This is an optimization exercise on Yosys and OpenROAD, whose aim is small area, not a production implementation. Function was checked by simulation only, so behaviour that the tests miss may differ from the original. Power is estimated from default activity; no workload was simulated.

<file path="flow/config.mk">
export PLATFORM = sky130hd
export DESIGN_NAME = SystolicCore
export DESIGN_NICKNAME = SystolicCore
export VERILOG_FILES = /design/flow/design.v
export SDC_FILE = /design/flow/constraint.sdc
export NUM_CORES = 4
export LEC_CHECK = 0
export CAP_MARGIN = 20
export CORE_MARGIN = 2
export CORE_UTILIZATION = 45
export PLACE_DENSITY = 0.6
export SLEW_MARGIN = 20
</file>
<file path="flow/constraint.sdc">
create_clock -name core_clock -period 12.0 [get_ports {clk}]
set_input_delay 2.4000 -clock core_clock [delete_from_list [all_inputs] [get_ports {clk}]]
set_output_delay 2.4000 -clock core_clock [all_outputs]
set_load 0.01 [all_outputs]
</file>
<file path="flow/design.v">
module PEv3(
    input clk,
    input rst,
    input in_en,
    input [7:0] data_horz,
    input [7:0] data_obli,
    input [7:0] data_vert,
    input active,
    input A, B, C, D, E, H,
    output logic [7:0] horz_out,
    output logic [7:0] obli_out,
    output logic bypass_en,
    output logic [7:0] opsum
    );
    parameter iWIDTH = 8;
    parameter oWIDTH = 8;
    logic [7:0] data_a_reg, data_b_reg, m_reg, psum_reg;
    logic [7:0] m_wire, a_wire, psum_mux;
    always @(posedge clk) begin
        data_a_reg <= (rst & active & A & in_en) ? data_horz : 8'd0;
        data_b_reg <= (rst & active & B & in_en) ? (H ? data_vert : data_obli) : 8'd0;
    end
    mul8lo u_mul(.a(data_a_reg), .b(data_b_reg), .p(m_wire));
    assign psum_mux = (active & C) ? psum_reg : 8'd0;
    assign a_wire = m_reg + psum_mux;
    always @(posedge clk) begin
        m_reg <= m_wire;
        psum_reg <= a_wire;
        opsum <= (active & D) ? a_wire : (E ? data_vert : 8'd0);
        bypass_en <= in_en;
    end
    assign horz_out = data_a_reg;
    assign obli_out = data_b_reg;
endmodule
module mul8lo(input [7:0] a, input [7:0] b, output [7:0] p);
  wire w1, w2, w3, w4, w5, w6, w7, w8, w9, w10, w11, w12, w13, w14, w15, w16, w17, w18, w19, w20, w21, w22, w23, w24, w25, w26, w27, w28, w29, w30, w31, w32, w33, w34, w35, w36, w37, w38, w39, w40, w41, w42;
  assign p[0] = (a[0] & b[0]);
  assign w1 = (a[0] & b[1]) ^ (a[1] & b[0]);
  assign w2 = (a[0] & b[1]) & (a[1] & b[0]);
  assign p[1] = w1;
  assign w3 = (a[0] & b[2]) ^ (a[1] & b[1]) ^ (a[2] & b[0]);
  assign w4 = ((a[0] & b[2]) & (a[1] & b[1])) | ((a[0] & b[2]) & (a[2] & b[0])) | ((a[1] & b[1]) & (a[2] & b[0]));
  assign w5 = w2 ^ w3;
  assign w6 = w2 & w3;
  assign p[2] = w5;
  assign w7 = (a[0] & b[3]) ^ (a[1] & b[2]) ^ (a[2] & b[1]);
  assign w8 = ((a[0] & b[3]) & (a[1] & b[2])) | ((a[0] & b[3]) & (a[2] & b[1])) | ((a[1] & b[2]) & (a[2] & b[1]));
  assign w9 = (a[3] & b[0]) ^ w4 ^ w6;
  assign w10 = ((a[3] & b[0]) & w4) | ((a[3] & b[0]) & w6) | (w4 & w6);
  assign w11 = w7 ^ w9;
  assign w12 = w7 & w9;
  assign p[3] = w11;
  assign w13 = (a[0] & b[4]) ^ (a[1] & b[3]) ^ (a[2] & b[2]);
  assign w14 = ((a[0] & b[4]) & (a[1] & b[3])) | ((a[0] & b[4]) & (a[2] & b[2])) | ((a[1] & b[3]) & (a[2] & b[2]));
  assign w15 = (a[3] & b[1]) ^ (a[4] & b[0]) ^ w8;
  assign w16 = ((a[3] & b[1]) & (a[4] & b[0])) | ((a[3] & b[1]) & w8) | ((a[4] & b[0]) & w8);
  assign w17 = w10 ^ w12 ^ w13;
  assign w18 = (w10 & w12) | (w10 & w13) | (w12 & w13);
  assign w19 = w15 ^ w17;
  assign w20 = w15 & w17;
  assign p[4] = w19;
  assign w21 = (a[0] & b[5]) ^ (a[1] & b[4]) ^ (a[2] & b[3]);
  assign w22 = ((a[0] & b[5]) & (a[1] & b[4])) | ((a[0] & b[5]) & (a[2] & b[3])) | ((a[1] & b[4]) & (a[2] & b[3]));
  assign w23 = (a[3] & b[2]) ^ (a[4] & b[1]) ^ (a[5] & b[0]);
  assign w24 = ((a[3] & b[2]) & (a[4] & b[1])) | ((a[3] & b[2]) & (a[5] & b[0])) | ((a[4] & b[1]) & (a[5] & b[0]));
  assign w25 = w14 ^ w16 ^ w18;
  assign w26 = (w14 & w16) | (w14 & w18) | (w16 & w18);
  assign w27 = w20 ^ w21 ^ w23;
  assign w28 = (w20 & w21) | (w20 & w23) | (w21 & w23);
  assign w29 = w25 ^ w27;
  assign w30 = w25 & w27;
  assign p[5] = w29;
  assign w31 = (a[0] & b[6]) ^ (a[1] & b[5]) ^ (a[2] & b[4]);
  assign w32 = ((a[0] & b[6]) & (a[1] & b[5])) | ((a[0] & b[6]) & (a[2] & b[4])) | ((a[1] & b[5]) & (a[2] & b[4]));
  assign w33 = (a[3] & b[3]) ^ (a[4] & b[2]) ^ (a[5] & b[1]);
  assign w34 = ((a[3] & b[3]) & (a[4] & b[2])) | ((a[3] & b[3]) & (a[5] & b[1])) | ((a[4] & b[2]) & (a[5] & b[1]));
  assign w35 = (a[6] & b[0]) ^ w22 ^ w24;
  assign w36 = ((a[6] & b[0]) & w22) | ((a[6] & b[0]) & w24) | (w22 & w24);
  assign w37 = w26 ^ w28 ^ w30;
  assign w38 = (w26 & w28) | (w26 & w30) | (w28 & w30);
  assign w39 = w31 ^ w33 ^ w35;
  assign w40 = (w31 & w33) | (w31 & w35) | (w33 & w35);
  assign w41 = w37 ^ w39;
  assign w42 = w37 & w39;
  assign p[6] = w41;
  assign p[7] = (a[0] & b[7]) ^ (a[1] & b[6]) ^ (a[2] & b[5]) ^ (a[3] & b[4]) ^ (a[4] & b[3]) ^ (a[5] & b[2]) ^ (a[6] & b[1]) ^ (a[7] & b[0]) ^ w32 ^ w34 ^ w36 ^ w38 ^ w40 ^ w42;
endmodule
module ACv2(
    input clk,
    input rst,
    input [7:0] ipsum,
    input bn_param_in_en,
    input [15:0] bn_param_in,
    input [2:0] config_bits,
    input in_en,
    input F,
    output [7:0] data_out,
    output logic data_out_en,
    output logic [15:0] bn_param_out,
    output logic bn_param_out_en
    );
    parameter IN_WIDTH = 8;
    parameter ACC_WIDTH = 8;
    parameter BN_SCALE_WIDTH = 8;
    parameter BN_SHIFT_WIDTH = 8;
    logic [7:0] ipsum_reg, psum_reg, add_node, bn_node;
    logic [15:0] bn_param_reg;
    logic in_en_dly;
    always @(posedge clk) begin
        ipsum_reg <= (rst & in_en) ? ipsum : 8'd0;
        psum_reg <= add_node;
        in_en_dly <= in_en;
        if (~rst)
            bn_param_reg <= 16'd0;
        else if (bn_param_in_en)
            bn_param_reg <= bn_param_in;
        bn_param_out_en <= bn_param_in_en;
        bn_param_out <= bn_param_in;
    end
    assign add_node = ipsum_reg + ((config_bits[2] & in_en_dly) ? psum_reg : 8'd0);
    muladd8lo u_bn(.a(add_node), .b(bn_param_reg[15:8]), .c(bn_param_reg[7:0]), .p(bn_node));
    assign data_out = config_bits[0] ? bn_node : add_node;
    assign data_out_en = F;
endmodule
module muladd8lo(input [7:0] a, input [7:0] b, input [7:0] c, output [7:0] p);
  wire w1, w2, w3, w4, w5, w6, w7, w8, w9, w10, w11, w12, w13, w14, w15, w16, w17, w18, w19, w20, w21, w22, w23, w24, w25, w26, w27, w28, w29, w30, w31, w32, w33, w34, w35, w36, w37, w38, w39, w40, w41, w42, w43, w44, w45, w46, w47, w48, w49, w50, w51, w52, w53, w54, w55, w56;
  assign w1 = (a[0] & b[0]) ^ c[0];
  assign w2 = (a[0] & b[0]) & c[0];
  assign p[0] = w1;
  assign w3 = (a[0] & b[1]) ^ (a[1] & b[0]) ^ c[1];
  assign w4 = ((a[0] & b[1]) & (a[1] & b[0])) | ((a[0] & b[1]) & c[1]) | ((a[1] & b[0]) & c[1]);
  assign w5 = w2 ^ w3;
  assign w6 = w2 & w3;
  assign p[1] = w5;
  assign w7 = (a[0] & b[2]) ^ (a[1] & b[1]) ^ (a[2] & b[0]);
  assign w8 = ((a[0] & b[2]) & (a[1] & b[1])) | ((a[0] & b[2]) & (a[2] & b[0])) | ((a[1] & b[1]) & (a[2] & b[0]));
  assign w9 = c[2] ^ w4 ^ w6;
  assign w10 = (c[2] & w4) | (c[2] & w6) | (w4 & w6);
  assign w11 = w7 ^ w9;
  assign w12 = w7 & w9;
  assign p[2] = w11;
  assign w13 = (a[0] & b[3]) ^ (a[1] & b[2]) ^ (a[2] & b[1]);
  assign w14 = ((a[0] & b[3]) & (a[1] & b[2])) | ((a[0] & b[3]) & (a[2] & b[1])) | ((a[1] & b[2]) & (a[2] & b[1]));
  assign w15 = (a[3] & b[0]) ^ c[3] ^ w8;
  assign w16 = ((a[3] & b[0]) & c[3]) | ((a[3] & b[0]) & w8) | (c[3] & w8);
  assign w17 = w10 ^ w12 ^ w13;
  assign w18 = (w10 & w12) | (w10 & w13) | (w12 & w13);
  assign w19 = w15 ^ w17;
  assign w20 = w15 & w17;
  assign p[3] = w19;
  assign w21 = (a[0] & b[4]) ^ (a[1] & b[3]) ^ (a[2] & b[2]);
  assign w22 = ((a[0] & b[4]) & (a[1] & b[3])) | ((a[0] & b[4]) & (a[2] & b[2])) | ((a[1] & b[3]) & (a[2] & b[2]));
  assign w23 = (a[3] & b[1]) ^ (a[4] & b[0]) ^ c[4];
  assign w24 = ((a[3] & b[1]) & (a[4] & b[0])) | ((a[3] & b[1]) & c[4]) | ((a[4] & b[0]) & c[4]);
  assign w25 = w14 ^ w16 ^ w18;
  assign w26 = (w14 & w16) | (w14 & w18) | (w16 & w18);
  assign w27 = w20 ^ w21 ^ w23;
  assign w28 = (w20 & w21) | (w20 & w23) | (w21 & w23);
  assign w29 = w25 ^ w27;
  assign w30 = w25 & w27;
  assign p[4] = w29;
  assign w31 = (a[0] & b[5]) ^ (a[1] & b[4]) ^ (a[2] & b[3]);
  assign w32 = ((a[0] & b[5]) & (a[1] & b[4])) | ((a[0] & b[5]) & (a[2] & b[3])) | ((a[1] & b[4]) & (a[2] & b[3]));
  assign w33 = (a[3] & b[2]) ^ (a[4] & b[1]) ^ (a[5] & b[0]);
  assign w34 = ((a[3] & b[2]) & (a[4] & b[1])) | ((a[3] & b[2]) & (a[5] & b[0])) | ((a[4] & b[1]) & (a[5] & b[0]));
  assign w35 = c[5] ^ w22 ^ w24;
  assign w36 = (c[5] & w22) | (c[5] & w24) | (w22 & w24);
  assign w37 = w26 ^ w28 ^ w30;
  assign w38 = (w26 & w28) | (w26 & w30) | (w28 & w30);
  assign w39 = w31 ^ w33 ^ w35;
  assign w40 = (w31 & w33) | (w31 & w35) | (w33 & w35);
  assign w41 = w37 ^ w39;
  assign w42 = w37 & w39;
  assign p[5] = w41;
  assign w43 = (a[0] & b[6]) ^ (a[1] & b[5]) ^ (a[2] & b[4]);
  assign w44 = ((a[0] & b[6]) & (a[1] & b[5])) | ((a[0] & b[6]) & (a[2] & b[4])) | ((a[1] & b[5]) & (a[2] & b[4]));
  assign w45 = (a[3] & b[3]) ^ (a[4] & b[2]) ^ (a[5] & b[1]);
  assign w46 = ((a[3] & b[3]) & (a[4] & b[2])) | ((a[3] & b[3]) & (a[5] & b[1])) | ((a[4] & b[2]) & (a[5] & b[1]));
  assign w47 = (a[6] & b[0]) ^ c[6] ^ w32;
  assign w48 = ((a[6] & b[0]) & c[6]) | ((a[6] & b[0]) & w32) | (c[6] & w32);
  assign w49 = w34 ^ w36 ^ w38;
  assign w50 = (w34 & w36) | (w34 & w38) | (w36 & w38);
  assign w51 = w40 ^ w42 ^ w43;
  assign w52 = (w40 & w42) | (w40 & w43) | (w42 & w43);
  assign w53 = w45 ^ w47 ^ w49;
  assign w54 = (w45 & w47) | (w45 & w49) | (w47 & w49);
  assign w55 = w51 ^ w53;
  assign w56 = w51 & w53;
  assign p[6] = w55;
  assign p[7] = (a[0] & b[7]) ^ (a[1] & b[6]) ^ (a[2] & b[5]) ^ (a[3] & b[4]) ^ (a[4] & b[3]) ^ (a[5] & b[2]) ^ (a[6] & b[1]) ^ (a[7] & b[0]) ^ c[7] ^ w44 ^ w46 ^ w48 ^ w50 ^ w52 ^ w54 ^ w56;
endmodule
`timescale 1ns / 1ps
module SystolicBank_v2(
	clk,
	rst,
	in_en,
	conv_mm,
	isac,
	isrelu,
	isbn,
	active_1,
	active_2,
	active_3,
	data_in_horz_1,
	data_in_horz_2,
	data_in_horz_3,
	data_in_obli_1,
	data_in_obli_2,
	data_in_obli_3,
	data_in_obli_4,
	data_in_obli_5,
	data_in_obli_6,
	bn_param_in,
	bn_param_in_en,
	A_1,
	A_2,
	A_3,
	A_4,
	B_1,
	B_2,
	B_3,
	B_4,
	C_1,
	C_2,
	C_3,
	C_4,
	D_1,
	D_2,
	D_3,
	D_4,
	E_1,
	E_2,
	E_3,
	E_4,
	F_1,
	F_2,
	F_3,
	F_4,
	G_1,
	G_2,
	G_3,
	G_4,
	H_1,
	H_2,
	H_3,
	H_4,
	dout_en_1,
	dout_en_2,
	dout_en_3,
	dout_en_4,
	dout_1,
	dout_2,
	dout_3,
	dout_4
);
	parameter nCols = 4;
	parameter nRows = 3;
	parameter iWidth = 8;
	parameter oWidth = 8;
	localparam MODE_CONV = 0; localparam MODE_MM = 1;
	input clk, rst, in_en, conv_mm, isac, isrelu, isbn;
	input active_1;
	input active_2;
	input active_3;
	input [7:0] data_in_horz_1;
	input [7:0] data_in_horz_2;
	input [7:0] data_in_horz_3;
	input [7:0] data_in_obli_1;
	input [7:0] data_in_obli_2;
	input [7:0] data_in_obli_3;
	input [7:0] data_in_obli_4;
	input [7:0] data_in_obli_5;
	input [7:0] data_in_obli_6;
	input [15:0] bn_param_in;
	input bn_param_in_en;
	input A_1;
	input A_2;
	input A_3;
	input A_4;
	input B_1;
	input B_2;
	input B_3;
	input B_4;
	input C_1;
	input C_2;
	input C_3;
	input C_4;
	input D_1;
	input D_2;
	input D_3;
	input D_4;
	input E_1;
	input E_2;
	input E_3;
	input E_4;
	input F_1;
	input F_2;
	input F_3;
	input F_4;
	input G_1;
	input G_2;
	input G_3;
	input G_4;
	input H_1;
	input H_2;
	input H_3;
	input H_4;
	output [7:0] dout_1;
	output [7:0] dout_2;
	output [7:0] dout_3;
	output [7:0] dout_4;
	output dout_en_1;
	output dout_en_2;
	output dout_en_3;
	output dout_en_4;
	logic bypass_en_1_0;
	logic bypass_en_1_1;
	logic bypass_en_1_2;
	logic bypass_en_1_3;
	logic bypass_en_1_4;
	logic bypass_en_2_0;
	logic bypass_en_2_1;
	logic bypass_en_2_2;
	logic bypass_en_2_3;
	logic bypass_en_2_4;
	logic bypass_en_3_0;
	logic bypass_en_3_1;
	logic bypass_en_3_2;
	logic bypass_en_3_3;
	logic bypass_en_3_4;
	logic [7:0] data_in_vert_1_1;
	logic [7:0] data_in_vert_1_2;
	logic [7:0] data_in_vert_1_3;
	logic [7:0] data_in_vert_1_4;
	logic [7:0] data_in_vert_2_1;
	logic [7:0] data_in_vert_2_2;
	logic [7:0] data_in_vert_2_3;
	logic [7:0] data_in_vert_2_4;
	logic [7:0] data_in_vert_3_1;
	logic [7:0] data_in_vert_3_2;
	logic [7:0] data_in_vert_3_3;
	logic [7:0] data_in_vert_3_4;
	logic [7:0] data_in_vert_4_1;
	logic [7:0] data_in_vert_4_2;
	logic [7:0] data_in_vert_4_3;
	logic [7:0] data_in_vert_4_4;
	logic [7:0] data_in_horz_1_0;
	logic [7:0] data_in_horz_1_1;
	logic [7:0] data_in_horz_1_2;
	logic [7:0] data_in_horz_1_3;
	logic [7:0] data_in_horz_1_4;
	logic [7:0] data_in_horz_2_0;
	logic [7:0] data_in_horz_2_1;
	logic [7:0] data_in_horz_2_2;
	logic [7:0] data_in_horz_2_3;
	logic [7:0] data_in_horz_2_4;
	logic [7:0] data_in_horz_3_0;
	logic [7:0] data_in_horz_3_1;
	logic [7:0] data_in_horz_3_2;
	logic [7:0] data_in_horz_3_3;
	logic [7:0] data_in_horz_3_4;
	logic [7:0] data_in_horz_4_0;
	logic [7:0] data_in_horz_4_1;
	logic [7:0] data_in_horz_4_2;
	logic [7:0] data_in_horz_4_3;
	logic [7:0] data_in_horz_4_4;
	logic [7:0] data_in_obli_1_0;
	logic [7:0] data_in_obli_1_1;
	logic [7:0] data_in_obli_1_2;
	logic [7:0] data_in_obli_1_3;
	logic [7:0] data_in_obli_1_4;
	logic [7:0] data_in_obli_2_0;
	logic [7:0] data_in_obli_2_1;
	logic [7:0] data_in_obli_2_2;
	logic [7:0] data_in_obli_2_3;
	logic [7:0] data_in_obli_2_4;
	logic [7:0] data_in_obli_3_0;
	logic [7:0] data_in_obli_3_1;
	logic [7:0] data_in_obli_3_2;
	logic [7:0] data_in_obli_3_3;
	logic [7:0] data_in_obli_3_4;
	logic [7:0] data_in_obli_4_0;
	logic [7:0] data_in_obli_4_1;
	logic [7:0] data_in_obli_4_2;
	logic [7:0] data_in_obli_4_3;
	logic [7:0] data_in_obli_4_4;
	logic [15:0] bn_param_out_1;
	logic [15:0] bn_param_out_2;
	logic [15:0] bn_param_out_3;
	logic [15:0] bn_param_out_4;
	logic bn_param_out_en_1;
	logic bn_param_out_en_2;
	logic bn_param_out_en_3;
	logic bn_param_out_en_4;
	assign data_in_vert_4_1 = (conv_mm == MODE_CONV)? 0: data_in_obli_3;
	assign data_in_vert_4_2 = (conv_mm == MODE_CONV)? 0: data_in_obli_4;
	assign data_in_vert_4_3 = (conv_mm == MODE_CONV)? 0: data_in_obli_5;
	assign data_in_vert_4_4 = (conv_mm == MODE_CONV)? 0: data_in_obli_6;
	assign bypass_en_1_0 = in_en;
	assign bypass_en_2_0 = in_en;
	assign bypass_en_3_0 = in_en;
	assign data_in_horz_1_0 = data_in_horz_1;
	assign data_in_horz_2_0 = data_in_horz_2;
	assign data_in_horz_3_0 = data_in_horz_3;
	assign data_in_obli_2_0 = (conv_mm == MODE_CONV)? data_in_obli_1: 0;
	assign data_in_obli_3_0 = (conv_mm == MODE_CONV)? data_in_obli_2: 0;
	assign data_in_obli_4_0 = (conv_mm == MODE_CONV)? data_in_obli_3: 0;
	assign data_in_obli_4_1 = (conv_mm == MODE_CONV)? data_in_obli_4: 0;
	assign data_in_obli_4_2 = (conv_mm == MODE_CONV)? data_in_obli_5: 0;
	assign data_in_obli_4_3 = (conv_mm == MODE_CONV)? data_in_obli_6: 0;
	PEv3 # (.iWIDTH(iWidth), .oWIDTH(oWidth)) p_1_1(.clk(clk), .rst(rst), .in_en(bypass_en_1_0), .data_vert(data_in_vert_2_1), .active(active_1), .data_horz(data_in_horz_1_0), .data_obli(data_in_obli_2_0), .A(A_1), .B(B_1), .C(C_1), .D(D_1), .E(E_1), .H(H_1), .horz_out(data_in_horz_1_1), .obli_out(data_in_obli_1_1), .bypass_en(bypass_en_1_1), .opsum(data_in_vert_1_1));
	PEv3 # (.iWIDTH(iWidth), .oWIDTH(oWidth)) p_1_2(.clk(clk), .rst(rst), .in_en(bypass_en_1_1), .data_vert(data_in_vert_2_2), .active(active_1), .data_horz(data_in_horz_1_1), .data_obli(data_in_obli_2_1), .A(A_2), .B(B_2), .C(C_2), .D(D_2), .E(E_2), .H(H_2), .horz_out(data_in_horz_1_2), .obli_out(data_in_obli_1_2), .bypass_en(bypass_en_1_2), .opsum(data_in_vert_1_2));
	PEv3 # (.iWIDTH(iWidth), .oWIDTH(oWidth)) p_1_3(.clk(clk), .rst(rst), .in_en(bypass_en_1_2), .data_vert(data_in_vert_2_3), .active(active_1), .data_horz(data_in_horz_1_2), .data_obli(data_in_obli_2_2), .A(A_3), .B(B_3), .C(C_3), .D(D_3), .E(E_3), .H(H_3), .horz_out(data_in_horz_1_3), .obli_out(data_in_obli_1_3), .bypass_en(bypass_en_1_3), .opsum(data_in_vert_1_3));
	PEv3 # (.iWIDTH(iWidth), .oWIDTH(oWidth)) p_1_4(.clk(clk), .rst(rst), .in_en(bypass_en_1_3), .data_vert(data_in_vert_2_4), .active(active_1), .data_horz(data_in_horz_1_3), .data_obli(data_in_obli_2_3), .A(A_4), .B(B_4), .C(C_4), .D(D_4), .E(E_4), .H(H_4), .horz_out(data_in_horz_1_4), .obli_out(data_in_obli_1_4), .bypass_en(bypass_en_1_4), .opsum(data_in_vert_1_4));
	PEv3 # (.iWIDTH(iWidth), .oWIDTH(oWidth)) p_2_1(.clk(clk), .rst(rst), .in_en(bypass_en_2_0), .data_vert(data_in_vert_3_1), .active(active_2), .data_horz(data_in_horz_2_0), .data_obli(data_in_obli_3_0), .A(A_1), .B(B_1), .C(C_1), .D(D_1), .E(E_1), .H(H_1), .horz_out(data_in_horz_2_1), .obli_out(data_in_obli_2_1), .bypass_en(bypass_en_2_1), .opsum(data_in_vert_2_1));
	PEv3 # (.iWIDTH(iWidth), .oWIDTH(oWidth)) p_2_2(.clk(clk), .rst(rst), .in_en(bypass_en_2_1), .data_vert(data_in_vert_3_2), .active(active_2), .data_horz(data_in_horz_2_1), .data_obli(data_in_obli_3_1), .A(A_2), .B(B_2), .C(C_2), .D(D_2), .E(E_2), .H(H_2), .horz_out(data_in_horz_2_2), .obli_out(data_in_obli_2_2), .bypass_en(bypass_en_2_2), .opsum(data_in_vert_2_2));
	PEv3 # (.iWIDTH(iWidth), .oWIDTH(oWidth)) p_2_3(.clk(clk), .rst(rst), .in_en(bypass_en_2_2), .data_vert(data_in_vert_3_3), .active(active_2), .data_horz(data_in_horz_2_2), .data_obli(data_in_obli_3_2), .A(A_3), .B(B_3), .C(C_3), .D(D_3), .E(E_3), .H(H_3), .horz_out(data_in_horz_2_3), .obli_out(data_in_obli_2_3), .bypass_en(bypass_en_2_3), .opsum(data_in_vert_2_3));
	PEv3 # (.iWIDTH(iWidth), .oWIDTH(oWidth)) p_2_4(.clk(clk), .rst(rst), .in_en(bypass_en_2_3), .data_vert(data_in_vert_3_4), .active(active_2), .data_horz(data_in_horz_2_3), .data_obli(data_in_obli_3_3), .A(A_4), .B(B_4), .C(C_4), .D(D_4), .E(E_4), .H(H_4), .horz_out(data_in_horz_2_4), .obli_out(data_in_obli_2_4), .bypass_en(bypass_en_2_4), .opsum(data_in_vert_2_4));
	PEv3 # (.iWIDTH(iWidth), .oWIDTH(oWidth)) p_3_1(.clk(clk), .rst(rst), .in_en(bypass_en_3_0), .data_vert(data_in_vert_4_1), .active(active_3), .data_horz(data_in_horz_3_0), .data_obli(data_in_obli_4_0), .A(A_1), .B(B_1), .C(C_1), .D(D_1), .E(E_1), .H(H_1), .horz_out(data_in_horz_3_1), .obli_out(data_in_obli_3_1), .bypass_en(bypass_en_3_1), .opsum(data_in_vert_3_1));
	PEv3 # (.iWIDTH(iWidth), .oWIDTH(oWidth)) p_3_2(.clk(clk), .rst(rst), .in_en(bypass_en_3_1), .data_vert(data_in_vert_4_2), .active(active_3), .data_horz(data_in_horz_3_1), .data_obli(data_in_obli_4_1), .A(A_2), .B(B_2), .C(C_2), .D(D_2), .E(E_2), .H(H_2), .horz_out(data_in_horz_3_2), .obli_out(data_in_obli_3_2), .bypass_en(bypass_en_3_2), .opsum(data_in_vert_3_2));
	PEv3 # (.iWIDTH(iWidth), .oWIDTH(oWidth)) p_3_3(.clk(clk), .rst(rst), .in_en(bypass_en_3_2), .data_vert(data_in_vert_4_3), .active(active_3), .data_horz(data_in_horz_3_2), .data_obli(data_in_obli_4_2), .A(A_3), .B(B_3), .C(C_3), .D(D_3), .E(E_3), .H(H_3), .horz_out(data_in_horz_3_3), .obli_out(data_in_obli_3_3), .bypass_en(bypass_en_3_3), .opsum(data_in_vert_3_3));
	PEv3 # (.iWIDTH(iWidth), .oWIDTH(oWidth)) p_3_4(.clk(clk), .rst(rst), .in_en(bypass_en_3_3), .data_vert(data_in_vert_4_4), .active(active_3), .data_horz(data_in_horz_3_3), .data_obli(data_in_obli_4_3), .A(A_4), .B(B_4), .C(C_4), .D(D_4), .E(E_4), .H(H_4), .horz_out(data_in_horz_3_4), .obli_out(data_in_obli_3_4), .bypass_en(bypass_en_3_4), .opsum(data_in_vert_3_4));
	ACv2 # (.IN_WIDTH(oWidth), .ACC_WIDTH(oWidth), .BN_SCALE_WIDTH(oWidth), .BN_SHIFT_WIDTH(oWidth)) ac_1(.clk(clk), .rst(rst), .config_bits({isac, isrelu, isbn}), .in_en(G_1), .ipsum(data_in_vert_1_1), .F(F_1), .bn_param_in_en(bn_param_in_en), .bn_param_in(bn_param_in), .bn_param_out(bn_param_out_1), .bn_param_out_en(bn_param_out_en_1), .data_out_en(dout_en_1), .data_out(dout_1));
	ACv2 # (.IN_WIDTH(oWidth), .ACC_WIDTH(oWidth), .BN_SCALE_WIDTH(oWidth), .BN_SHIFT_WIDTH(oWidth)) ac_2(.clk(clk), .rst(rst), .config_bits({isac, isrelu, isbn}), .in_en(G_2), .ipsum(data_in_vert_1_2), .F(F_2), .bn_param_in_en(bn_param_out_en_1), .bn_param_in(bn_param_out_1), .bn_param_out(bn_param_out_2), .bn_param_out_en(bn_param_out_en_2), .data_out_en(dout_en_2), .data_out(dout_2));
	ACv2 # (.IN_WIDTH(oWidth), .ACC_WIDTH(oWidth), .BN_SCALE_WIDTH(oWidth), .BN_SHIFT_WIDTH(oWidth)) ac_3(.clk(clk), .rst(rst), .config_bits({isac, isrelu, isbn}), .in_en(G_3), .ipsum(data_in_vert_1_3), .F(F_3), .bn_param_in_en(bn_param_out_en_2), .bn_param_in(bn_param_out_2), .bn_param_out(bn_param_out_3), .bn_param_out_en(bn_param_out_en_3), .data_out_en(dout_en_3), .data_out(dout_3));
	ACv2 # (.IN_WIDTH(oWidth), .ACC_WIDTH(oWidth), .BN_SCALE_WIDTH(oWidth), .BN_SHIFT_WIDTH(oWidth)) ac_4(.clk(clk), .rst(rst), .config_bits({isac, isrelu, isbn}), .in_en(G_4), .ipsum(data_in_vert_1_4), .F(F_4), .bn_param_in_en(bn_param_out_en_3), .bn_param_in(bn_param_out_3), .bn_param_out(bn_param_out_4), .bn_param_out_en(bn_param_out_en_4), .data_out_en(dout_en_4), .data_out(dout_4));
endmodule
module DFSMv2(
    input clk,
    input rst,
    input start,
    input [23:0] config_bits,
    input in_en,
    output logic start_out,
    output logic in_en_bypass,
    output logic A, B, C, D, E, F, G, H
    );
    parameter MAX_nPERIOD = 512;
    parameter MAX_nLMAC = 3072;
    parameter MAX_nSHFT = 3;
    localparam S0 = 2'd0, S1 = 2'd1, S2 = 2'd2, S0p = 2'd3;
    wire mode = config_bits[23];
    wire [8:0] config_nPeriod = config_bits[22:14];
    wire [11:0] config_nLMAC = config_bits[13:2];
    wire [1:0] config_nSHFT = config_bits[1:0];
    logic [1:0] state;
    logic [11:0] mac_count;
    logic [8:0] period_count;
    logic [2:0] F_dly;
    wire mac_more = mac_count < config_nLMAC - 12'd1;
    wire shft_more = mac_count[1:0] < config_nSHFT - 2'd1;
    wire per_more = period_count < config_nPeriod - 9'd1;
    always @(posedge clk) begin
        if (~rst) begin
            state <= S0;
            mac_count <= 12'd0;
            period_count <= 9'd0;
            F_dly <= 3'd0;
            F <= 1'b0;
        end
        else begin
            case (state)
                S0: begin
                    if (start) state <= S0p;
                    mac_count <= 12'd0;
                    period_count <= 9'd0;
                end
                S0p: begin
                    if (in_en) state <= S1;
                end
                S1: begin
                    if (!mac_more) state <= S2;
                    else if (~in_en) state <= S0p;
                    mac_count <= mac_more ? mac_count + 12'd1 : 12'd0;
                end
                S2: begin
                    if (!shft_more) state <= per_more ? (in_en ? S1 : S0p) : S0;
                    mac_count <= shft_more ? {10'd0, mac_count[1:0] + 2'd1} : 12'd0;
                    if (!mac_count[1]) period_count <= per_more ? period_count + 9'd1 : 9'd0;
                end
            endcase
            F_dly <= {F_dly[1:0], state == S2 && mac_count[1:0] == 2'd0};
            F <= F_dly[config_nSHFT - 2'd1];
        end
    end
    assign A = state == S1;
    assign B = state == S1 || state == S0p;
    always @(posedge clk) begin
        C <= state == S1 || state == S0p;
        D <= state == S1;
        E <= state == S2;
        H <= mode && state == S1;
        in_en_bypass <= in_en;
        start_out <= start;
    end
    assign G = E;
endmodule
module DFSMv3(
    input clk,
    input rst,
    input start,
    input [23:0] config_bits,
    input all_data_rdy,
    input in_en,
    output logic start_out,
    output logic in_en_bypass,
    output logic data_preread,
    output logic A, B, C, D, E, F, G, H
    );
    parameter MAX_nPERIOD = 512;
    parameter MAX_nLMAC = 3072;
    parameter MAX_nSHFT = 3;
    localparam S0 = 2'd0, S1 = 2'd1, S2 = 2'd2, S0p = 2'd3;
    wire mode = config_bits[23];
    wire [8:0] config_nPeriod = config_bits[22:14];
    wire [11:0] config_nLMAC = config_bits[13:2];
    wire [1:0] config_nSHFT = config_bits[1:0];
    logic [1:0] state;
    logic [11:0] mac_count;
    logic [8:0] period_count;
    logic [4:0] F_dly;
    wire mac_more = mac_count < config_nLMAC - 12'd1;
    wire shft_more = mac_count[1:0] < config_nSHFT - 2'd1;
    wire per_more = period_count < config_nPeriod - 9'd1;
    always @(posedge clk) begin
        if (~rst) begin
            state <= S0;
            mac_count <= 12'd0;
            period_count <= 9'd0;
            F_dly <= 5'd0;
            F <= 1'b0;
        end
        else begin
            case (state)
                S0: begin
                    if (start) state <= S0p;
                    mac_count <= 12'd0;
                    period_count <= 9'd0;
                end
                S0p: begin
                    if (all_data_rdy) state <= S1;
                end
                S1: begin
                    if (!mac_more) state <= S2;
                    else if (~all_data_rdy) state <= S0p;
                    mac_count <= mac_more ? mac_count + 12'd1 : 12'd0;
                end
                S2: begin
                    if (!shft_more) state <= per_more ? (all_data_rdy ? S1 : S0p) : S0;
                    mac_count <= shft_more ? {10'd0, mac_count[1:0] + 2'd1} : 12'd0;
                    if (!mac_count[1]) period_count <= per_more ? period_count + 9'd1 : 9'd0;
                end
            endcase
            F_dly <= {F_dly[3:0], state == S2 && mac_count[1:0] == 2'd0};
            F <= F_dly[{1'b0, config_nSHFT} + 3'd1];
        end
    end
    logic A_dly, B_dly, D_dly1, E_dly1, E_dly2, H_dly1, H_dly2;
    always @(posedge clk) begin
        A_dly <= state == S1;
        A <= A_dly;
        D_dly1 <= A;
        D <= D_dly1;
        B_dly <= state == S1 || state == S0p;
        B <= B_dly;
        C <= B;
        E_dly1 <= state == S2;
        E_dly2 <= E_dly1;
        E <= E_dly2;
        H_dly1 <= mode && state == S1;
        H_dly2 <= H_dly1;
        H <= H_dly2;
        in_en_bypass <= in_en;
        start_out <= start;
    end
    assign G = E;
    assign data_preread = state == S1;
endmodule
module SystolicCore(
	input clk,
	input rst,
	input start,
	input mode_conv_mm,
	input isac,
	input isrelu,
	input isbn,
	input [22:0] dfsm_config,
	input all_data_rdy,
	input pe_config_1_1,
	input pe_config_1_2,
	input pe_config_1_3,
	input pe_config_2_1,
	input pe_config_2_2,
	input pe_config_2_3,
	input [7:0] data_horz_1_1,
	input [7:0] data_horz_1_2,
	input [7:0] data_horz_1_3,
	input [7:0] data_horz_2_1,
	input [7:0] data_horz_2_2,
	input [7:0] data_horz_2_3,
	input [7:0] data_obli_1,
	input [7:0] data_obli_2,
	input [7:0] data_obli_3,
	input [7:0] data_obli_4,
	input [7:0] data_obli_5,
	input [7:0] data_obli_6,
	input [15:0] data_bn_1,
	input [15:0] data_bn_2,
	input data_bn_en,
	output data_preread,
	output [7:0] dout_1_1,
	output [7:0] dout_1_2,
	output [7:0] dout_1_3,
	output [7:0] dout_1_4,
	output [7:0] dout_2_1,
	output [7:0] dout_2_2,
	output [7:0] dout_2_3,
	output [7:0] dout_2_4,
	output dout_en_1_1,
	output dout_en_1_2,
	output dout_en_1_3,
	output dout_en_1_4,
	output dout_en_2_1,
	output dout_en_2_2,
	output dout_en_2_3,
	output dout_en_2_4
);
	parameter nCols = 4;
	parameter nRows = 3;
	parameter iWidth = 8;
	parameter oWidth = 8;
	parameter DFSM_MAX_nPERIOD = 512;
	parameter DFSM_MAX_nLMAC = 3072;
	parameter DFSM_MAX_nSHFT = 3;
	logic A_1, A_2, A_3, A_4;
	logic B_1, B_2, B_3, B_4;
	logic C_1, C_2, C_3, C_4;
	logic D_1, D_2, D_3, D_4;
	logic E_1, E_2, E_3, E_4;
	logic F_1, F_2, F_3, F_4;
	logic G_1, G_2, G_3, G_4;
	logic H_1, H_2, H_3, H_4;
	logic dfsm_data_en_1, dfsm_data_en_2, dfsm_data_en_3, dfsm_data_en_4;
	logic start_bypass_1, start_bypass_2, start_bypass_3, start_bypass_4;
	logic array_data_en;
	always@(posedge clk) begin
		array_data_en <= data_preread;
	end
	SystolicBank_v2 # (.iWidth(iWidth), .oWidth(oWidth), .nRows(nRows), .nCols(nCols)) bank_1(.clk(clk), .rst(rst), .in_en(array_data_en), .conv_mm(mode_conv_mm), .isac(isac), .isrelu(isrelu), .isbn(isbn), .bn_param_in_en(data_bn_en), .bn_param_in(data_bn_1), .active_1(pe_config_1_1), .active_2(pe_config_1_2), .active_3(pe_config_1_3), .data_in_horz_1(data_horz_1_1), .data_in_horz_2(data_horz_1_2), .data_in_horz_3(data_horz_1_3), .data_in_obli_1(data_obli_1), .data_in_obli_2(data_obli_2), .data_in_obli_3(data_obli_3), .data_in_obli_4(data_obli_4), .data_in_obli_5(data_obli_5), .data_in_obli_6(data_obli_6), .A_1(A_1), .A_2(A_2), .A_3(A_3), .A_4(A_4), .B_1(B_1), .B_2(B_2), .B_3(B_3), .B_4(B_4), .C_1(C_1), .C_2(C_2), .C_3(C_3), .C_4(C_4), .D_1(D_1), .D_2(D_2), .D_3(D_3), .D_4(D_4), .E_1(E_1), .E_2(E_2), .E_3(E_3), .E_4(E_4), .F_1(F_1), .F_2(F_2), .F_3(F_3), .F_4(F_4), .G_1(G_1), .G_2(G_2), .G_3(G_3), .G_4(G_4), .H_1(H_1), .H_2(H_2), .H_3(H_3), .H_4(H_4), .dout_en_1(dout_en_1_1), .dout_en_2(dout_en_1_2), .dout_en_3(dout_en_1_3), .dout_en_4(dout_en_1_4), .dout_1(dout_1_1), .dout_2(dout_1_2), .dout_3(dout_1_3), .dout_4(dout_1_4));
	SystolicBank_v2 # (.iWidth(iWidth), .oWidth(oWidth), .nRows(nRows), .nCols(nCols)) bank_2(.clk(clk), .rst(rst), .in_en(array_data_en), .conv_mm(mode_conv_mm), .isac(isac), .isrelu(isrelu), .isbn(isbn), .bn_param_in_en(data_bn_en), .bn_param_in(data_bn_2), .active_1(pe_config_2_1), .active_2(pe_config_2_2), .active_3(pe_config_2_3), .data_in_horz_1(data_horz_2_1), .data_in_horz_2(data_horz_2_2), .data_in_horz_3(data_horz_2_3), .data_in_obli_1(data_obli_1), .data_in_obli_2(data_obli_2), .data_in_obli_3(data_obli_3), .data_in_obli_4(data_obli_4), .data_in_obli_5(data_obli_5), .data_in_obli_6(data_obli_6), .A_1(A_1), .A_2(A_2), .A_3(A_3), .A_4(A_4), .B_1(B_1), .B_2(B_2), .B_3(B_3), .B_4(B_4), .C_1(C_1), .C_2(C_2), .C_3(C_3), .C_4(C_4), .D_1(D_1), .D_2(D_2), .D_3(D_3), .D_4(D_4), .E_1(E_1), .E_2(E_2), .E_3(E_3), .E_4(E_4), .F_1(F_1), .F_2(F_2), .F_3(F_3), .F_4(F_4), .G_1(G_1), .G_2(G_2), .G_3(G_3), .G_4(G_4), .H_1(H_1), .H_2(H_2), .H_3(H_3), .H_4(H_4), .dout_en_1(dout_en_2_1), .dout_en_2(dout_en_2_2), .dout_en_3(dout_en_2_3), .dout_en_4(dout_en_2_4), .dout_1(dout_2_1), .dout_2(dout_2_2), .dout_3(dout_2_3), .dout_4(dout_2_4));
	DFSMv3 # (.MAX_nPERIOD(DFSM_MAX_nPERIOD), .MAX_nLMAC(DFSM_MAX_nLMAC), .MAX_nSHFT(DFSM_MAX_nSHFT)) fsm_1(.clk(clk), .rst(rst), .config_bits({mode_conv_mm, dfsm_config}), .all_data_rdy(all_data_rdy), .in_en(array_data_en), .start(start), .data_preread(data_preread), .in_en_bypass(dfsm_data_en_1), .start_out(start_bypass_1), .A(A_1), .B(B_1), .C(C_1), .D(D_1), .E(E_1), .F(F_1), .G(G_1), .H(H_1));
	DFSMv2 # (.MAX_nPERIOD(DFSM_MAX_nPERIOD), .MAX_nLMAC(DFSM_MAX_nLMAC), .MAX_nSHFT(DFSM_MAX_nSHFT)) fsm_2(.clk(clk), .rst(rst), .config_bits({mode_conv_mm, dfsm_config}), .in_en(dfsm_data_en_1), .start(start_bypass_1), .in_en_bypass(dfsm_data_en_2), .start_out(start_bypass_2), .A(A_2), .B(B_2), .C(C_2), .D(D_2), .E(E_2), .F(F_2), .G(G_2), .H(H_2));
	DFSMv2 # (.MAX_nPERIOD(DFSM_MAX_nPERIOD), .MAX_nLMAC(DFSM_MAX_nLMAC), .MAX_nSHFT(DFSM_MAX_nSHFT)) fsm_3(.clk(clk), .rst(rst), .config_bits({mode_conv_mm, dfsm_config}), .in_en(dfsm_data_en_2), .start(start_bypass_2), .in_en_bypass(dfsm_data_en_3), .start_out(start_bypass_3), .A(A_3), .B(B_3), .C(C_3), .D(D_3), .E(E_3), .F(F_3), .G(G_3), .H(H_3));
	DFSMv2 # (.MAX_nPERIOD(DFSM_MAX_nPERIOD), .MAX_nLMAC(DFSM_MAX_nLMAC), .MAX_nSHFT(DFSM_MAX_nSHFT)) fsm_4(.clk(clk), .rst(rst), .config_bits({mode_conv_mm, dfsm_config}), .in_en(dfsm_data_en_3), .start(start_bypass_3), .in_en_bypass(dfsm_data_en_4), .start_out(start_bypass_4), .A(A_4), .B(B_4), .C(C_4), .D(D_4), .E(E_4), .F(F_4), .G(G_4), .H(H_4));
endmodule
</file>
<file path="flow/run.sh">
#!/bin/bash
# synth_recipe.tcl (not shown) runs the flow's synth.tcl, then flattens the netlist and writes it again
# the make line also repeats each setting of config.mk as NAME=value (left out here)
make -C /OpenROAD-flow-scripts/flow DESIGN_CONFIG=/design/flow/config.mk WORK_HOME=/design/flow/orfs CLKGATE_MAP_FILE= SYNTH_SCRIPT=/design/flow/synth_recipe.tcl finish
</file>
==> results of run 1 <==
layout make-up:
type                            count  area share
Clock buffer                      213      0.0509
Multi-Input combinational cell   5611       0.516
Timing Repair Buffer              352      0.0359
Antenna cell                        3   0.0000824
Sequential cell                  1457       0.320
Clock inverter                     80      0.0117
Tap cell                         2340      0.0322
Inverter                          799      0.0330
cells by family after synthesis:
family,Yosys count
and+or+nand+nor,2852
muxes,295
DFF,1457
AOI/OAI and AO/OA,670
adders and majority gates,1088
xor gates and xnor gates,706
buffers and inverters,1032
power by group:
part	switching, W	total (W)	internal (W)
combinational	0.000934	0.00135	0.000414
sequential	0.000221	0.00522	0.00500
clock	0.00210	0.00526	0.00316
total	0.00325	0.0118	0.00857
timing repair:
item	4_1_cts	5_1_grt
buffers inserted	8	2
endpoints found under the hold margin	0	0
gates resized for setup	73	41
cloned	1	0
pin swaps	68	72
endpoints found under the setup margin	8	8
worst paths after layout:
path	slack, ns	from	end	cells past startpoint
worst min register to register	0.31	fsm_1.H_dly1$_DFF_P_	fsm_1.H_dly2$_DFF_P_	0
worst max-delay path	-0.05	isac	dout_1_1[7]	35
worst max register to register	6.91	bank_2.p_3_1.data_b_reg[1]$_SDFF_PN0_	bank_2.p_3_1.m_reg[7]$_DFF_P_	18
worst min-delay path	0.31	fsm_1.H_dly1$_DFF_P_	fsm_1.H_dly2$_DFF_P_	0
layout by cell type, fill, tap and decap left out, types with 10 or more instances in the layout:
cell / netlist / routed
dfxtp_1: 1457 / 1450
ha_1: 533 / 506
nor3_1: 62 / 61
a31o_2: 69 / 69
inv_1: 799 / 788
bufinv_16: 0 / 20
a31oi_1: 27 / 27
clkbuf_1: 187 / 17
nand2b_1: 19 / 19
clkbuf_8: 1 / 30
and2_1: 955 / 955
fa_2: 0 / 10
mux2i_1: 235 / 235
inv_2: 0 / 10
o21bai_1: 78 / 78
o21a_1: 47 / 47
clkinv_2: 0 / 29
mux2_2: 59 / 59
clkinvlp_4: 0 / 17
nand2_1: 740 / 734
xnor2_1: 502 / 497
nand4_1: 24 / 24
clkbuf_16: 0 / 166
clkdlybuf4s50_1: 0 / 219
a21o_1: 53 / 53
nor2_1: 328 / 326
a21oi_1: 196 / 196
o21ai_0: 103 / 100
buf_4: 5 / 110
fa_1: 555 / 545
xor2_1: 178 / 175
and3_1: 411 / 404
nand3_1: 243 / 243
buf_2: 5 / 11
o31ai_1: 10 / 10
ha_2: 0 / 20
nor2b_1: 21 / 21
stage by stage:
stage               cells  power (W)  hold slack (ns)
CTS                 10850     0.0119            0.313
global placement    10548    0.00664            0.313
detailed placement  10548    0.00666            0.312
finish              10855     0.0118            0.312
global route        10852     0.0123            0.320
floorplan            8100    0.00608            0.310
critical path, delay by kind of cell:
kind | cells | cell delay (ns)
AOI/OAI and AO/OA | 3 | 0.42
xor gates and xnor gates | 6 | 1.08
adders and majority gates | 13 | 4.34
and+or+nand+nor | 3 | 0.63
buffers and inverters | 10 | 0.75
layer usage:
metal,vias up,global-route usage,part of all wire
met1,27019,0.307,0.45
met5,-,0,0.000078
met3,297,0.0291,0.043
li1,26717,-,-
met2,1094,0.386,0.48
met4,2,0.0643,0.027
==> impl_metrics.csv, run 1 <==
group,metric,value,unit
drt,firstDrtPassIters,5,
yosys,yosys_most_used_dff,"dfxtp_1",
placed_design,placed_area,85000,µm²
sta,tns,-0.0460,ns
worst_setup_path,critPathSlowestCell,"fa_1",
drt,drt-initial-drc-count,3007,
placed_design,place_ws,-0.737,ns
floorplan,row_count,154,
drt,num_vias,55129,
sta,timing.final.ws_setup,-0.0460,ns
clock_tree,cts_tree,"built",
floorplan,initial_core_util,0.453,
global_route,antenna_found_initial,13,
cells_and_area,nets,9636,
sta,fin_skew,0.0329,ns
power_and_ir_drop,p_leak,42.1,nW
drt,wl_per_cell,19.0,µm
floorplan,dieWidth,425,µm
yosys,synth_area_per_cell,9.84,µm²
worst_setup_path,crit_arrival,9.65,ns
drt,ant_nets,0,
clock_tree,cts_made_buffers,161,
sta,hold_viol_final,0,
yosys,synthTopCellsByCount,"dfxtp_1 (1457), and2_1 (955), inv_1 (799)",
power_and_ir_drop,vdd_ir_drop_max,0.126,mV
sta,min_period_over_period,1.00,
yosys,synthXorXnorAreaFrac,0.0814,
worst_setup_path,crit_fanout,8,
global_route,grtUsageTotal,0.229,
worst_setup_path,cp-start-kind,"input pin",
yosys,syn_area,79700,µm²
placed_design,place.gp.congestion,0.882,
drt,drc,0,
yosys,synth_area_leaders,"dfxtp_1 (37%), fa_1 (14%), ha_1 (8.4%)",
floorplan,die_area,181000,µm²
clock_tree,clock_sinks,1457,
drt,vias_per_cell,5.08,
yosys,yosys.area.top_type_share,0.366,
global_route,grt_overflow_total,0,
cells_and_area,seq_area,29200,µm²
cells_and_area,final_util,0.517,
yosys,synth_edf_count,0,
cells_and_area,final_cell_area,91100,µm²
sta,worst_slew_pin_slew,1.12,ns
sta,drv_slew,0,
yosys,synth_top_family_by_area,"adder cells",
sta,fmax,83.0,MHz
floorplan,io_pins,239,
placed_design,dpl.hpwl,158000,µm
run_status,so_faults,"negative setup slack",
yosys,synthArstFlopShare,0,
yosys,muxShareOfSynthArea,0.0381,
cells_and_area,final_layout_size_suffix_gt1_frac,0.0784,
floorplan,fp.dieH,425,µm
clock_tree,hold_buffers,0,
yosys,synthSimpleGateAreaFrac,0.186,
floorplan,core,176000,µm²
worst_setup_path,crit_path_max_incr_delay,0.51,ns
worst_setup_path,cp.required,9.60,ns
clock_tree,htreeDepth,4,
clock_tree,clock_latency,0.81,ns
yosys,synth_cells,8100,
sta,setup_viol,1,
global_route,grt_max_degree,86,
clock_tree,ctsLongestPathBuffers,3,
yosys,yosysWarnings,5,
yosys,ys_seq_elements,1457,
clock_tree,root_buffer,"clkbuf_16",
worst_setup_path,end_kind,"output pin",
drt,wl,206000,µm
worst_setup_path,critical_path_class,"in2out",
cells_and_area,areaGrowthSynthToFinish,14.2,%
cells_and_area,multi_input_area,47000,µm²
placed_design,port_buffers,237,
flow_run,max_cap_viol_count,0,
power_and_ir_drop,power_density,130,nW/µm²
yosys,synth_most_common_cell,"dfxtp_1",
global_route,grt_pass1_vias,56849,
sta,max-slew-margin-rel,0.256,
run_status,status,"complete, but fails checks",
yosys,synth_seq_area_share,0.366,
worst_setup_path,cpMostUsedCell,"fa_1",
yosys,syn_nets,9354,
yosys,synth_largest_area_cell,"dfxtp_1",
sta,post-route-min-period,12.05,ns
clock_tree,clk_pin_slew,0.06,ns
sta,rsz0062_at_grt,"true",
yosys,synthAdderAreaFrac,0.223,
yosys,synth_compound_area_frac,0.0558,
worst_hold_path,hold_class,"reg2reg",
global_route,grt_pass1_wl,325000,µm
yosys,synth_cell_types,79,
cells_and_area,num-fill-cells,16023,
==> run 2, diff against run 1 <==
--- a/flow/design.v
+++ b/flow/design.v
@@ -22,7 +22,7 @@
     end
     mul8lo u_mul(.a(data_a_reg), .b(data_b_reg), .p(m_wire));
     assign psum_mux = (active & C) ? psum_reg : 8'd0;
-    assign a_wire = m_reg + psum_mux;
+    add8 u_add(.a(m_reg), .b(psum_mux), .s(a_wire));
     always @(posedge clk) begin
         m_reg <= m_wire;
         psum_reg <= a_wire;
@@ -85,6 +85,16 @@
   assign p[6] = w41;
   assign p[7] = (a[0] & b[7]) ^ (a[1] & b[6]) ^ (a[2] & b[5]) ^ (a[3] & b[4]) ^ (a[4] & b[3]) ^ (a[5] & b[2]) ^ (a[6] & b[1]) ^ (a[7] & b[0]) ^ w32 ^ w34 ^ w36 ^ w38 ^ w40 ^ w42;
 endmodule
+module add8(input [7:0] a, input [7:0] b, output [7:0] s);
+  wire [7:0] c;
+  assign s[0] = a[0] ^ b[0];
+  assign c[0] = a[0] & b[0];
+  genvar i;
+  generate for (i = 1; i < 8; i = i + 1) begin : g_bit
+    assign s[i] = a[i] ^ b[i] ^ c[i-1];
+    assign c[i] = (a[i] & b[i]) | (a[i] & c[i-1]) | (b[i] & c[i-1]);
+  end endgenerate
+endmodule
 module ACv2(
     input clk,
     input rst,
@@ -117,7 +127,8 @@
         bn_param_out_en <= bn_param_in_en;
         bn_param_out <= bn_param_in;
     end
-    assign add_node = ipsum_reg + ((config_bits[2] & in_en_dly) ? psum_reg : 8'd0);
+    wire [7:0] acc_sum = ipsum_reg + psum_reg;
+    assign add_node = (config_bits[2] & in_en_dly) ? acc_sum : ipsum_reg;
     muladd8lo u_bn(.a(add_node), .b(bn_param_reg[15:8]), .c(bn_param_reg[7:0]), .p(bn_node));
     assign data_out = config_bits[0] ? bn_node : add_node;
     assign data_out_en = F;
@@ -447,9 +458,11 @@
     logic [11:0] mac_count;
     logic [8:0] period_count;
     logic [2:0] F_dly;
-    wire mac_more = mac_count < config_nLMAC - 12'd1;
+    wire [11:0] mac_inc = mac_count + 12'd1;
+    wire [8:0] period_inc = period_count + 9'd1;
+    wire mac_more = mac_inc < config_nLMAC;
     wire shft_more = mac_count[1:0] < config_nSHFT - 2'd1;
-    wire per_more = period_count < config_nPeriod - 9'd1;
+    wire per_more = period_inc < config_nPeriod;
     always @(posedge clk) begin
         if (~rst) begin
             state <= S0;
@@ -471,12 +484,12 @@
                 S1: begin
                     if (!mac_more) state <= S2;
                     else if (~in_en) state <= S0p;
-                    mac_count <= mac_more ? mac_count + 12'd1 : 12'd0;
+                    mac_count <= mac_more ? mac_inc : 12'd0;
                 end
                 S2: begin
                     if (!shft_more) state <= per_more ? (in_en ? S1 : S0p) : S0;
                     mac_count <= shft_more ? {10'd0, mac_count[1:0] + 2'd1} : 12'd0;
-                    if (!mac_count[1]) period_count <= per_more ? period_count + 9'd1 : 9'd0;
+                    if (!mac_count[1]) period_count <= per_more ? period_inc : 9'd0;
                 end
             endcase
             F_dly <= {F_dly[1:0], state == S2 && mac_count[1:0] == 2'd0};
@@ -519,9 +532,11 @@
     logic [11:0] mac_count;
     logic [8:0] period_count;
     logic [4:0] F_dly;
-    wire mac_more = mac_count < config_nLMAC - 12'd1;
+    wire [11:0] mac_inc = mac_count + 12'd1;
+    wire [8:0] period_inc = period_count + 9'd1;
+    wire mac_more = mac_inc < config_nLMAC;
     wire shft_more = mac_count[1:0] < config_nSHFT - 2'd1;
-    wire per_more = period_count < config_nPeriod - 9'd1;
+    wire per_more = period_inc < config_nPeriod;
     always @(posedge clk) begin
         if (~rst) begin
             state <= S0;
@@ -543,12 +558,12 @@
                 S1: begin
                     if (!mac_more) state <= S2;
                     else if (~all_data_rdy) state <= S0p;
-                    mac_count <= mac_more ? mac_count + 12'd1 : 12'd0;
+                    mac_count <= mac_more ? mac_inc : 12'd0;
                 end
                 S2: begin
                     if (!shft_more) state <= per_more ? (all_data_rdy ? S1 : S0p) : S0;
                     mac_count <= shft_more ? {10'd0, mac_count[1:0] + 2'd1} : 12'd0;
-                    if (!mac_count[1]) period_count <= per_more ? period_count + 9'd1 : 9'd0;
+                    if (!mac_count[1]) period_count <= per_more ? period_inc : 9'd0;
                 end
             endcase
             F_dly <= {F_dly[3:0], state == S2 && mac_count[1:0] == 2'd0};
--- a/flow/config.mk
+++ b/flow/config.mk
@@ -8,5 +8,7 @@
 export CAP_MARGIN = 20
 export CORE_MARGIN = 2
 export CORE_UTILIZATION = 45
+export CTS_BUF_LIST = sky130_fd_sc_hd__clkbuf_8
 export PLACE_DENSITY = 0.6
+export SETUP_SLACK_MARGIN = 0.3
 export SLEW_MARGIN = 20
==> run 2 against run 1 <==
Effect of this change:
- the run now finishes clean
- clock-buffer cell count increased by 126
- worst setup slack improved by 0.47 ns
- largest power group is now registers
- critical path type unchanged
- maximum frequency increased by 4.0%
- clock power decreased by 5.1%
- sequential share of layout area increased by 0.79 points
- routed wire length decreased by 2.0%
- largest cell class unchanged
==> impl_metrics.csv, run 2 <==
group,metric,value,unit
yosys,syn_nets,8977,
cells_and_area,final_cell_area,88900,µm²
clock_tree,clk_pin_slew,0.06,ns
drt,wl_per_cell,19.0,µm
sta,timing.final.ws_setup,0.421,ns
global_route,grtUsageTotal,0.231,
floorplan,core,172000,µm²
yosys,synth_edf_count,0,
yosys,synth_most_common_cell,"dfxtp_1",
power_and_ir_drop,power_density,129,nW/µm²
cells_and_area,num-fill-cells,15770,
floorplan,fp.dieH,420,µm
placed_design,dp.cells,10123,
sta,rsz0062_at_grt,"true",
worst_setup_path,cp-start-kind,"input pin",
power_and_ir_drop,p_comb_frac,0.110,
drt,vias_per_cell,4.98,
cells_and_area,layout_common_cells,"dfxtp_1 (1448), nand2_1 (971), and2_1 (940)",
worst_setup_path,crit_path_max_incr_delay,0.50,ns
cells_and_area,nets,9338,
drt,drc,0,
clock_tree,cts_made_buffers,275,
power_and_ir_drop,switchingPower,0.00317,W
cells_and_area,layout_commonest_cell,"dfxtp_1",
sta,hold_viol_final,0,
global_route,use_met2,0.373,
sta,min_period_over_period,0.965,
worst_setup_path,critical_path_class,"in2out",
global_route,grt_pass1_vias,54303,
clock_tree,ctsLongestPathBuffers,4,
yosys,ys_seq_elements,1457,
power_and_ir_drop,sequentialPowerShare,0.455,
sta,drv_slew,0,
clock_tree,htreeDepth,5,
power_and_ir_drop,internal_power,0.00830,W
cells_and_area,final_layout_size_suffix_gt1_frac,0.0830,
placed_design,dpl.hpwl,156000,µm
global_route,grt_pass1_wl,317000,µm
clock_tree,root_buffer,"clkbuf_8",
sta,max-slew-margin-rel,0.228,
worst_hold_path,hold_class,"reg2reg",
yosys,syn_area,78000,µm²
global_route,busiest_layer,"met2",
drt,wl,202000,µm
floorplan,dieWidth,420,µm
sta,tns,0,ns
drt,firstDrtPassIters,8,
placed_design,placed_area,82900,µm²
worst_setup_path,critPathSlowestCell,"fa_1",
worst_setup_path,cp.required,9.60,ns
floorplan,initial_core_util,0.454,
sta,holdWs,0.318,ns
drt,num_vias,52759,
sta,fmax,86.4,MHz
worst_setup_path,crit_arrival,9.18,ns
yosys,synthTopCellsByCount,"dfxtp_1 (1457), nand2_1 (983), and2_1 (940)",
yosys,synth_area_leaders,"dfxtp_1 (37%), fa_1 (17%), and2_1 (7.5%)",
yosys,synth_seq_area_share,0.374,
global_route,grt_max_degree,106,
sta,setup_viol,0,
yosys,yosys_most_used_dff,"dfxtp_1",
power_and_ir_drop,p_leak,40.7,nW
flow_run,max_cap_viol_count,0,
power_and_ir_drop,switching_share,0.276,
floorplan,io_pins,239,
yosys,synthArstFlopShare,0,
global_route,grt_overflow_total,0,
run_status,status,"complete, no violations",
yosys,yosys.area.top_type_share,0.374,
power_and_ir_drop,power.share.clock,0.435,
global_route,use_met3,0.0340,
yosys,synth_cells,7739,
yosys,yosysWarnings,5,
clock_tree,hold_buffers,0,
cells_and_area,layout.cells.non_filler,10598,
power_and_ir_drop,vdd_ir_drop_max,0.0761,mV
clock_tree,clock_sinks,1457,
floorplan,die_area,177000,µm²
worst_setup_path,crit_fanout,5,
placed_design,place_ws,-0.768,ns
global_route,antenna_found_initial,16,
yosys,synth_largest_area_cell,"dfxtp_1",
worst_setup_path,end_kind,"output pin",
placed_design,port_buffers,237,
yosys,synth_cell_types,70,
drt,drt-initial-drc-count,3164,
sta,worst_slew_pin_slew,1.16,ns
drt,ant_nets,0,
clock_tree,clock_latency,0.99,ns
sta,fin_skew,0.0505,ns
cells_and_area,areaGrowthSynthToFinish,13.9,%
yosys,synth_area_per_cell,10.1,µm²
global_route,grt_use_met1,0.319,
sta,post-route-min-period,11.58,ns
floorplan,row_count,152,
clock_tree,cts_tree,"built",
placed_design,place.gp.congestion,0.894,
run 2: cell count changes in the layout (fill, tap and decap cells not counted), moves of 104 or more:
cell       previous run  this run
a21oi_1             196        92
xnor2_1             497       392
ha_1                506       372
clkbuf_8             30       339
nand3_1             243       127
nor2b_1              21       214
fa_1                545       672
clkbuf_16           166         1
nor2_1              326       159
nand2_1             734       971
o21ai_0             100       267
run 2: per-stage QoR:
| stage | power [W] | utilization |
|---|---|---|
| after floorplan | 0.00600 | - |
| after global placement | 0.00653 | 0.482 |
| after detailed placement | 0.00655 | 0.482 |
| after CTS | 0.0116 | 0.515 |
| after global routing | 0.0119 | 0.517 |
| final | 0.0115 | 0.517 |
run 2: final timing paths:
| kind | from | end | slack, ns | cells after the start |
|---|---|---|---|---|
| worst max-delay path | isac | dout_1_1[7] | 0.42 | 33 |
| worst min-delay path | fsm_1.H_dly2$_DFF_P_ | fsm_1.H$_DFF_P_ | 0.32 | 0 |
| worst max register to register | bank_2.p_2_2.data_a_reg[0]$_SDFF_PN0_ | bank_2.p_2_2.m_reg[7]$_DFF_P_ | 6.90 | 18 |
| worst min register to register | fsm_1.H_dly2$_DFF_P_ | fsm_1.H$_DFF_P_ | 0.32 | 0 |
run 2: power groups by stage:
stage	Combinational (W)	Clock [W]	Sequential [W]
global placement	0.00122	0	0.00532
floorplan	0.000832	0	0.00517
finish	0.00126	0.00499	0.00522
global route	0.00138	0.00532	0.00524
CTS	0.00124	0.00511	0.00522
detailed placement	0.00124	0	0.00532
run 2: worst max-delay path: cells and delay by family:
family | cells | cell delay (ns)
xor+xnor | 6 | 1.14
simple gates | 4 | 0.56
fa+ha+maj | 12 | 3.98
buf+inv | 10 | 0.77
mux | 1 | 0.31
run 2: metal layers:
metal	share of wire	vias up
met3	0.046	347
li1	-	25334
met4	0.029	2
met1	0.46	25948
met2	0.46	1128
met5	0.000064	-
run 2: area by class of cell:
type | count | area [µm²] | area share
Multi-Input combinational cell | 5389 | 45700 | 0.514
Antenna cell | 12 | 30.0 | 0.000338
Clock inverter | 114 | 928 | 0.0104
Clock buffer | 339 | 4670 | 0.0525
Timing Repair Buffer | 329 | 3070 | 0.0345
Sequential cell | 1457 | 29200 | 0.328
Inverter | 648 | 2430 | 0.0274
Tap cell | 2310 | 2890 | 0.0325
run 2: kinds of logic after synthesis:
logic type	after synthesis	synth area share
flip-flops	1457	0.374
XOR/XNOR	554	0.0655
multiplexers	310	0.0416
AND/OR/NAND/NOR	2900	0.196
buffers and inverters	893	0.0436
AO/OA/AOI/OAI	553	0.0421
adder cells (fa/ha/maj)	1072	0.237
run 2: what timing repair did:
| action | CTS | global route |
|---|---|---|
| endpoints found under the setup margin | 8 | 8 |
| hold endpoints to repair | 0 | 0 |
| buffers inserted | 1 | 7 |
| gates cloned | 0 | 1 |
| pin swaps | 29 | 62 |
| resized for setup | 49 | 64 |

==> re-timing with driven ports <==
No port has a modelled driver above. Below, the same layouts with a new extraction and two added sets of constraints.
Step 1: set_driving_cell puts a clkbuf_16 on clk and a buf_2 on each other input, an assumption about the parent block.
Step 2 also shifts input and output timing later by t, the mid clock arrival at the registers, as if the neighbouring blocks saw the same clock.
a / b / c = ideal ports / drivers / drivers and shift; a / b = the first two.
| run | t (ns) | setup WS [ns] | latest minus earliest clock arrival (ns) | slew at the worst register clock pin (ns) | pins driven straight from the clock port |
|---|---|---|---|---|---|
| run 1 | 0.879 | -0.046 / -0.106 / -0.106 | 0.035 / 0.034 | 0.07 / 0.07 | 1 |
| run 2 | 1.034 | 0.421 / 0.390 / 0.390 | 0.070 / 0.071 | 0.07 / 0.07 | 1 |
The setup slack of run 1, which loses most, moves by -0.060 ns with the drivers and by -0.060 ns with both steps.
